What follows belongs to an exercise in optimizing a design on an open flow for small area and a short achievable clock period; a production flow would make more cautious choices.
RTL that was checked went through simulation tests only; none was proved equivalent to the original.
For run 1, only the layout was checked, not whether the RTL still works.

==> flow/design.v, too long to show whole: its modules and the start of the top module <==
// module lowp5: 924 lines
// module bq_fa: 4 lines
// module bq_ha: 4 lines
// module bq_m_x: 3 lines
// module bq_m_a: 3 lines
// module bq_m_c: 453 lines
// module bq_m_s: 3 lines
// module bq_e_x: 3 lines
// module bq_e_a: 3 lines
// module bq_e_c: 204 lines
// module bq_e_s: 3 lines
// module bq_r_x: 3 lines
// module bq_r_a: 3 lines
// module bq_r_c: 214 lines
// module bq_r_s: 3 lines
module lowp5(signal_in, signal_out, time_constant, clock_in, reset, enable);
  // ...
==> flow/flow/run.sh <==
#!/bin/bash
set -euo pipefail
MARGIN=$(cat flow/margin.txt 2>/dev/null || echo 5)
bash standard.sh \
  "BUFFER_PORTS_ARGS=-buffer_cell sky130_fd_sc_hd__buf_2" \
  "SETUP_SLACK_MARGIN=$MARGIN" \
  finish > flow_make.log 2>&1
==> flow/flow/margin.txt <==
7
==> flow/standard.sh <==
#!/bin/bash
# synth_recipe.tcl (not shown) runs the flow's synth.tcl, then flattens the netlist and writes it again
# the make line also repeats each setting of config.mk as NAME=value (left out here)
make -C /OpenROAD-flow-scripts/flow DESIGN_CONFIG=/design/flow/config.mk WORK_HOME=/design/flow/orfs CLKGATE_MAP_FILE= SYNTH_SCRIPT=/design/flow/synth_recipe.tcl "${@:-finish}"
==> flow/config.mk <==
export PLATFORM = sky130hd
export DESIGN_NAME = lowp5
export DESIGN_NICKNAME = lowp5
export VERILOG_FILES = /design/flow/design.v
export SDC_FILE = /design/flow/constraint.sdc
export NUM_CORES = 4
export LEC_CHECK = 0
export CAP_MARGIN = 20
export CORE_MARGIN = 2
export CORE_UTILIZATION = 60
export CTS_BUF_LIST = sky130_fd_sc_hd__clkbuf_4 sky130_fd_sc_hd__clkbuf_8
export SLEW_MARGIN = 20
export SYNTH_HIERARCHICAL = 1
==> flow/constraint.sdc <==
create_clock -name core_clock -period 15.0 [get_ports {clock_in}]
set_input_delay 3.0000 -clock core_clock [delete_from_list [all_inputs] [get_ports {clock_in}]]
set_output_delay 3.0000 -clock core_clock [all_outputs]
set_load 0.01 [all_outputs]
==> out/results.txt, run 1 <==
Failed at: 1_1_yosys_canonicalize
Error msg: ERROR: Assert `arg->is_signed == sig.as_wire()->is_signed' failed in frontends/ast/genrtlil.cc:2140.
Status: aborted with a tool error
Warnings, synthesis: 0
==> inputs of run 2 (changes only) <==
--- a/flow/design.v
+++ b/flow/design.v
@@ -888,17 +888,17 @@
 wire [56:0] m_pa, m_pb, m_p, m_g;
 assign m_pa = {~y1[27], t436c, t435c, t434c, t433c, t432c, t431c, t430c, t429c, t428c, t427c, t425c, t423c, t420c, t416c, t412c, t407c, t402c, t396c, t390c, t383c, t375c, t366c, t356c, t345c, t332c, t318c, t303c, t288c, t274c, t260c, t246c, t232c, t218c, t204c, t190c, t176c, t162c, t148c, t134c, t121c, t120s, t96c, t85c, t74c, t64c, t54c, t44c, t35c, t27c, t26s, t19s, t12s, x[0], x[1], x[0], y2n[1]};
 assign m_pb = {t437c, t437s, t436s, t435s, t434s, t433s, t432s, t431s, t430s, t429s, t428s, t427s, t425s, t423s, t420s, t416s, t412s, t407s, t402s, t396s, t390s, t383s, t375s, t366s, t356s, t345s, t332s, t318s, t303s, t288s, t274s, t260s, t246s, t232s, t218s, t204s, t190s, t176s, t162s, t148s, t134s, t121s, t108s, t96s, t85s, t74s, t64s, t54s, t44s, t35s, t27s, t20s, t13s, t7s, t3s, t1s, y2n[0]};
 bq_m_x um_x (.a(m_pa), .b(m_pb), .y(m_p));
 bq_m_a um_a (.a(m_pa), .b(m_pb), .y(m_g));
 wire [27:0] m_c;
 bq_m_c um_c (.i({1'b1, m_p[56], m_p[55], m_p[54], m_p[53], m_p[52], m_p[51], m_p[50], m_p[49], m_p[48], m_p[47], m_p[46], m_p[45], m_p[44], m_p[43], m_p[42], m_p[41], m_p[40], m_p[39], m_p[38], m_p[37], m_p[36], m_p[35], m_p[34], m_p[33], m_p[32], m_p[31], m_p[30], m_p[29], m_p[28], m_p[27], m_p[26], m_p[25], m_p[24], m_p[23], m_p[22], m_p[21], m_p[20], m_p[19], m_p[18], m_p[17], m_p[16], m_p[15], m_p[14], m_p[13], m_p[12], m_p[11], m_p[10], m_p[9], m_p[8], m_p[7], m_p[6], m_p[5], m_p[4], m_p[3], m_p[2], m_p[1], m_p[0], ~y2n[0], m_g[56], m_g[55], m_g[54], m_g[53], m_g[52], m_g[51], m_g[50], m_g[49], m_g[48], m_g[47], m_g[46], m_g[45], m_g[44], m_g[43], m_g[42], m_g[41], m_g[40], m_g[39], m_g[38], m_g[37], m_g[36], m_g[35], m_g[34], m_g[33], m_g[32], m_g[31], m_g[30], m_g[29], m_g[28], m_g[27], m_g[26], m_g[25], m_g[24], m_g[23], m_g[22], m_g[21], m_g[20], m_g[19], m_g[18], m_g[17], m_g[16], m_g[15], m_g[14], m_g[13], m_g[12], m_g[11], m_g[10], m_g[9], m_g[8], m_g[7], m_g[6], m_g[5], m_g[4], m_g[3], m_g[2], m_g[1], m_g[0]}), .c(m_c));
 wire [27:0] m_s;
-bq_m_s um_s (.a({1'b1, m_p[54], m_p[53], m_p[52], m_p[51], m_p[50], m_p[49], m_p[48], m_p[47], m_p[46], m_p[45], m_p[44], m_p[43], m_p[42], m_p[41], m_p[40], m_p[39], m_p[38], m_p[37], m_p[36], m_p[35], m_p[34], m_p[33], m_p[32], m_p[31], m_p[30], m_p[29], m_p[28]}), .b({m_c[27], m_c[26], m_c[25], m_c[24], m_c[23], m_c[22], m_c[21], m_c[20], m_c[19], m_c[18], m_c[17], m_c[16], m_c[15], m_c[14], m_c[13], m_c[12], m_c[11], m_c[10], m_c[9], m_c[8], m_c[7], m_c[6], m_c[5], m_c[4], m_c[3], m_c[2], m_c[1], m_c[0]}), .v({signal_in[27], signal_in[26], signal_in[25], signal_in[24], signal_in[23], signal_in[22], signal_in[21], signal_in[20], signal_in[19], signal_in[18], signal_in[17], signal_in[16], signal_in[15], signal_in[14], signal_in[13], signal_in[12], signal_in[11], signal_in[10], signal_in[9], signal_in[8], signal_in[7], signal_in[6], signal_in[5], signal_in[4], signal_in[3], signal_in[2], signal_in[1], signal_in[0]}), .r(reset), .y(m_s));
+bq_m_s um_s (.a({1'b1, m_p[54], m_p[53], m_p[52], m_p[51], m_p[50], m_p[49], m_p[48], m_p[47], m_p[46], m_p[45], m_p[44], m_p[43], m_p[42], m_p[41], m_p[40], m_p[39], m_p[38], m_p[37], m_p[36], m_p[35], m_p[34], m_p[33], m_p[32], m_p[31], m_p[30], m_p[29], m_p[28]}), .b({m_c[27], m_c[26], m_c[25], m_c[24], m_c[23], m_c[22], m_c[21], m_c[20], m_c[19], m_c[18], m_c[17], m_c[16], m_c[15], m_c[14], m_c[13], m_c[12], m_c[11], m_c[10], m_c[9], m_c[8], m_c[7], m_c[6], m_c[5], m_c[4], m_c[3], m_c[2], m_c[1], m_c[0]}), .v({x[27], x[26], x[25], x[24], x[23], x[22], x[21], x[20], x[19], x[18], x[17], x[16], x[15], x[14], x[13], x[12], x[11], x[10], x[9], x[8], x[7], x[6], x[5], x[4], x[3], x[2], x[1], x[0]}), .r(reset), .y(m_s));
 wire [28:0] e_pa, e_pb, e_p, e_g;
 assign e_pa = {y1[27], y1[27], y1[26], y1[25], y1[24], y1[23], y1[22], y1[21], y1[20], y1[19], y1[18], y1[17], y1[16], y1[15], y1[14], y1[13], y1[12], y1[11], y1[10], y1[9], y1[8], y1[7], y1[6], y1[5], y1[4], y1[3], y1[2], y1[1], y1[0]};
 assign e_pb = {y2n[27], y2n[27], y2n[26], y2n[25], y2n[24], y2n[23], y2n[22], y2n[21], y2n[20], y2n[19], y2n[18], y2n[17], y2n[16], y2n[15], y2n[14], y2n[13], y2n[12], y2n[11], y2n[10], y2n[9], y2n[8], y2n[7], y2n[6], y2n[5], y2n[4], y2n[3], y2n[2], y2n[1], y2n[0]};
 bq_e_x ue_x (.a(e_pa), .b(e_pb), .y(e_p));
 bq_e_a ue_a (.a(e_pa), .b(e_pb), .y(e_g));
 wire [26:0] e_c;
 bq_e_c ue_c (.i({e_p[28], e_p[27], e_p[26], e_p[25], e_p[24], e_p[23], e_p[22], e_p[21], e_p[20], e_p[19], e_p[18], e_p[17], e_p[16], e_p[15], e_p[14], e_p[13], e_p[12], e_p[11], e_p[10], e_p[9], e_p[8], e_p[7], e_p[6], e_p[5], e_p[4], e_p[3], e_p[2], e_p[1], e_p[0], e_g[28], e_g[27], e_g[26], e_g[25], e_g[24], e_g[23], e_g[22], e_g[21], e_g[20], e_g[19], e_g[18], e_g[17], e_g[16], e_g[15], e_g[14], e_g[13], e_g[12], e_g[11], e_g[10], e_g[9], e_g[8], e_g[7], e_g[6], e_g[5], e_g[4], e_g[3], e_g[2], e_g[1], e_g[0]}), .c(e_c));
 wire [27:0] e_s;
==> flow/config.mk (replaced) <==
export PLATFORM = sky130hd
export DESIGN_NAME = lowp5
export DESIGN_NICKNAME = lowp5
export VERILOG_FILES = /design/flow/design.v
export SDC_FILE = /design/flow/constraint.sdc
export NUM_CORES = 4
export LEC_CHECK = 0
export CAP_MARGIN = 20
export CORE_MARGIN = 2
export CORE_UTILIZATION = 70
export CTS_BUF_LIST = sky130_fd_sc_hd__clkbuf_4 sky130_fd_sc_hd__clkbuf_8
export SLEW_MARGIN = 20
export SYNTH_HIERARCHICAL = 1
==> out/results.txt, run 2 <==
Total number of vias: 11,200
Total grt overflow: 0
Mapped Area: 0.0181 mm^2
Pre-CTS setup slack: 6.50 ns
Core ar.: 0.0253 mm^2
Hold Crit Start: x1[0]$_DFFE_PP_
Most frequent cells in the layout: 424 x fa_1, 135 x xor2_1, 114 x edfxtp_1
Number of flip-flops in the largest register: 30
Reported max-cap violation count: 0
Io pins: 64
Total CTS buffers: 17
Top cell by count, worst path: fa_1
Vias in the first global route: 11,900
Met2 capacity usage during global routing: 57.9%
Crit path capture type: flip-flop
Ant. Diodes: 0
Largest net degree at the start of global routing: 61
Clock root cell: clkbuf_8
CP Max Fanout: 6
Post-Place Cell Area: 0.0181 mm^2
HP Class: flip-flop to flip-flop
Syn avg cell area: 13.0 um^2
Part of the cycle the worst path needs: 52.5%
Layout cell share with drive strength beyond 1: 17.8%
Syn nets: 1,866
Crit path DAT: 8.04 ns
Clock insertion delay at the later pin of the skew report: 0.47 ns
Crit path launch type: flip-flop
Endpoints failing setup: 0
Initial antenna violation count: 0
DR vias/cell: 6.18
CTS Buffer Depth: 2
Final min period: 7.87 ns
Global-route wire length before repair: 66,400 um
RSZ-0062 raised after global routing: no
H-tree depth: 4
Gr usage total: 34.2%
Routed WL: 43,800 um
Required time worst endpoint: 15.17 ns
Port bufs: 58
Nets: 1,936
CP bufs+invs: 2
Global Route met1 Usage: 45.6%
Worst-path clk slew: 0.07 ns
RD Place Congestion: 0.890
Iter 0 DRT Violations: 698
Reg with most FFs: r
ANT nets after route: 0
Die width: 165 um
Crit. Startpoint: y1[3]$_DFFE_PP_
Routed len/inst: 24.3 um
Gr busiest metal: met2
FMAX: 0.127 GHz
Starting Density: 71.7%
Final Worst Setup Slack: 7.13 ns
Crit path kind: flip-flop to flip-flop
Hold Vio Cnt, Final: 0
Cells after Synth: 1,393
Most common cell after layout, fill and taps aside: fa_1
Clk sink count: 114
Final design instance area without fill: 0.0194 mm^2
CP max stage delay: 0.56 ns
Status: finished clean (was aborted with a tool error)
Worst r2r src: y1[3]$_DFFE_PP_
Drt drc: 0
Warnings, synthesis: 7 (was 0)
Row count: 58
Area growth from synthesis to final layout: 7.16%
Detail Placement HPWL: 34,200 um
Die Y: 165 um
GRT met3 Usage: 6.23%
Worst rel slew slack: 25.4%
TritonCTS clock tree: yes
Die footprint: 0.0272 mm^2
Final Max Slew Viols: 0
Critical-path top delay cell: edfxtp_1
Sum Neg Setup Slack: 0 ns
Drt pass-1 iters: 5
Worst clock skew: 0.0227 ns
CP top delay family: compound AO/OA/AOI/OAI gates
Slew @ Worst Pin: 1.11 ns
run 2: final cells by class:
class / count / area, um^2
flip-flops and latches: 114 / 3420
clock inverters: 15 / 190
inverters: 38 / 143
multi-input cells: 1147 / 14000
repair buffers: 145 / 946
fillers: 1623 / 5860
well taps: 330 / 413
clock buffers: 17 / 234
run 2: metrics by stage:
stage	util, %	instances	hold WS [ns]
2_1_floorplan	-	1393	0.525
3_3_place_gp	71.9	1695	0.529
3_5_place_dp	71.9	1695	0.535
4_1_cts	73.8	1728	0.555
5_1_grt	76.8	1806	0.571
6_report	76.8	1806	0.553
run 2: repair_timing:
item | in CTS | in global routing
hold buffers | 0 | 0
setup endpoints to repair | 24 | 21
pin swaps | 0 | 5
hold endpoints to repair | 0 | 0
setup buffers | 1 | 78
resized for setup | 8 | 19
run 2: worst paths after layout:
kind,cells after the start,slack [ns],to
max,25,7.13,y1[7]$_DFFE_PP_
min,1,0.55,r[0]$_DFFE_PP_
max reg2reg,25,7.13,y1[7]$_DFFE_PP_
min reg2reg,1,0.55,r[0]$_DFFE_PP_
run 2: per-layer routing:
metal  vias up  share of wire, %
li1       4723                 -
met1      5916                40
met2       424                51
met3        92               6.1
met4         0               2.9
met5         -                 0
==> inputs of run 3 (changes only) <==
--- a/flow/config.mk
+++ b/flow/config.mk
@@ -8,5 +8,5 @@
 export CAP_MARGIN = 20
 export CORE_MARGIN = 2
-export CORE_UTILIZATION = 70
+export CORE_UTILIZATION = 60
 export CTS_BUF_LIST = sky130_fd_sc_hd__clkbuf_4 sky130_fd_sc_hd__clkbuf_8
 export SLEW_MARGIN = 20
==> out/results.txt, run 3 <==
Drt drc: 0 (unchanged)
Warnings, synthesis: 7 (unchanged)
Most common cell after layout, fill and taps aside: fa_1 (unchanged)
Post-Place Cell Area: 0.0183 mm^2 (was 0.0181 mm^2)
Nets: 1,927 (was 1,936)
Crit. Startpoint: y1[3]$_DFFE_PP_ (unchanged)
Starting Density: 61.1% (was 71.7%)
Drt pass-1 iters: 5 (unchanged)
TritonCTS clock tree: yes (unchanged)
Total number of vias: 10,800 (was 11,200)
HP Class: flip-flop to flip-flop (unchanged)
Core ar.: 0.0296 mm^2 (was 0.0253 mm^2)
Number of flip-flops in the largest register: 30 (unchanged)
Vias in the first global route: 11,700 (was 11,900)
Syn nets: 1,866 (unchanged)
Cells after Synth: 1,393 (unchanged)
Status: finished clean (unchanged)
Top cell by count, worst path: fa_1 (unchanged)
RD Place Congestion: 0.901 (was 0.890)
DR vias/cell: 5.83 (was 6.18)
Area growth from synthesis to final layout: 7.08% (was 7.16%)
Final min period: 7.73 ns (was 7.87 ns)
Mapped Area: 0.0181 mm^2 (unchanged)
Gr usage total: 30.5% (was 34.2%)
Reported max-cap violation count: 0 (unchanged)
Final Max Slew Viols: 0 (unchanged)
Die footprint: 0.0316 mm^2 (was 0.0272 mm^2)
Worst clock skew: 0.0117 ns (was 0.0227 ns)
Most frequent cells in the layout: 424 x fa_1, 136 x xor2_1, 114 x edfxtp_1 (was 424 x fa_1, 135 x xor2_1, 114 x edfxtp_1)
Total CTS buffers: 17 (unchanged)
Clk sink count: 114 (unchanged)
Slew @ Worst Pin: 1.04 ns (was 1.11 ns)
Worst-path clk slew: 0.08 ns (was 0.07 ns)
Post-layout util: 65.4% (was 76.8%)
R2R Setup Slk: 7.27 ns (was 7.13 ns)
Part of the cycle the worst path needs: 51.5% (was 52.5%)
CP max stage delay: 0.53 ns (was 0.56 ns)
Row count: 63 (was 58)
Routed len/inst: 24.0 um (was 24.3 um)
Required time worst endpoint: 15.21 ns (was 15.17 ns)
Iter 0 DRT Violations: 722 (was 698)
RSZ-0062 raised after global routing: no (unchanged)
CTS Buffer Depth: 2 (unchanged)
Clock root cell: clkbuf_8 (unchanged)
Detail Placement HPWL: 35,200 um (was 34,200 um)
Total grt overflow: 0 (unchanged)
H-tree depth: 4 (unchanged)
Crit path kind: flip-flop to flip-flop (unchanged)
Crit path launch type: flip-flop (unchanged)
Sum Neg Setup Slack: 0 ns (unchanged)
Layout cell share with drive strength beyond 1: 17.3% (was 17.8%)
Die Y: 178 um (was 165 um)
Hold Vio Cnt, Final: 0 (unchanged)
Initial antenna violation count: 0 (unchanged)
Endpoints failing setup: 0 (unchanged)
Syn avg cell area: 13.0 um^2 (unchanged)
Largest net degree at the start of global routing: 61 (unchanged)
Routed WL: 44,500 um (was 43,800 um)
Worst rel slew slack: 30.2% (was 25.4%)
Cell Chain, Critical Path: xor2_1, a21o_1, a22oi_4, nand2b_1, a21o_1, a21o_1, xnor2_4, fa_1, fa_1, fa_1, fa_1, fa_1, fa_1, xor2_2, a21oi_1, o21ai_1, a221oi_2, a31oi_1, a2111o_1, a21bo_1, a21o_1, a31o_1, xnor2_1, o21ai_0
Reg with most FFs: r (unchanged)
Final design instance area without fill: 0.0194 mm^2 (about the same)
Worst r2r src: y1[3]$_DFFE_PP_ (unchanged)
ANT nets after route: 0 (unchanged)
Global-route wire length before repair: 68,400 um (was 66,400 um)
Die width: 178 um (was 165 um)
Critical-path top delay cell: edfxtp_1 (unchanged)
Crit path capture type: flip-flop (unchanged)
Hold Crit Start: x1[0]$_DFFE_PP_ (unchanged)
Clock insertion delay at the later pin of the skew report: 0.47 ns (about the same)
FMAX: 0.129 GHz (was 0.127 GHz)
Io pins: 64 (unchanged)
CP Max Fanout: 5 (was 6)
Port bufs: 58 (unchanged)
Crit path DAT: 7.94 ns (was 8.04 ns)
run 3: per-layer routing:
metal	part of all wire (%)	wire length, um	track usage [%]	up-vias
met5	0	0	0	-
met4	2.7	1200	9.80	0
met3	5.8	2570	6.66	63
met2	51	22600	50.4	273
met1	41	18100	40.4	5774
li1	-	-	-	4716
run 3: critical path, delay by kind of cell (launching register included):
family,cells,cell delay [ns]
AOI/OAI and AO/OA,13,3.06
adders and majority gates,6,2.78
xor gates and xnor gates,4,0.93
DFF,1,0.53
and+or+nand+nor,1,0.15
run 3: layout make-up:
class | count | area [um^2]
Multi-Input combinational cell | 1147 | 14000
Timing Repair Buffer | 136 | 878
Fill cell | 2335 | 10300
Inverter | 38 | 143
Clock buffer | 17 | 234
Clock inverter | 15 | 191
Antenna cell | 1 | 2.50
Sequential cell | 114 | 3420
Tap cell | 390 | 488
run 3: repair_timing:
action                     CTS  global route
setup endpoints to repair   23            20
gates resized for setup      9            14
buffers inserted            10            57
hold buffers                 0             0
pin swaps                    0             6
run 3: path summary, 6_finish.rpt:
kind                endpoint  cells after the start
max          y1[7]$_DFFE_PP_                     24
min           r[0]$_DFFE_PP_                      1
max reg2reg  y1[7]$_DFFE_PP_                     24
min reg2reg   r[0]$_DFFE_PP_                      1
run 3: metrics by stage:
stage               instances  setup slack [ns]  hold slack [ns]
floorplan                1393              7.69            0.525
global placement         1758              6.50            0.531
detailed placement       1758              6.41            0.536
CTS                      1800              7.03            0.556
global route             1857              6.99            0.579
finish                   1858              7.27            0.552

-- re-timing with driven ports --
Ports are ideal in the flow. The routed layouts listed here were re-timed in OpenROAD. Step 1 sets driving cells, clkbuf_16 on the clock port and buf_2 on the other inputs (assumed; they add their load-dependent delay and slew). Step 2 also shifts input and output timing later by t, the mid clock arrival at the registers, as if the neighbouring blocks saw the same clock. a / b / c = ideal / step 1 / step 2; a / b = the first two.
run	t, ns	setup slack, ns	worst setup path at the end	slew at the worst register clock pin (ns)	pins driven straight from the clock port
run 2	0.507	7.132 / 7.132 / 7.111	input to register	0.09 / 0.09	1
run 3	0.519	7.268 / 7.268 / 7.200	input to register	0.08 / 0.08	1
After both steps setup and hold are still met in every run listed. The setup slack of run 3, which loses most, moves by 0.000 ns with the drivers and by -0.068 ns with both steps.
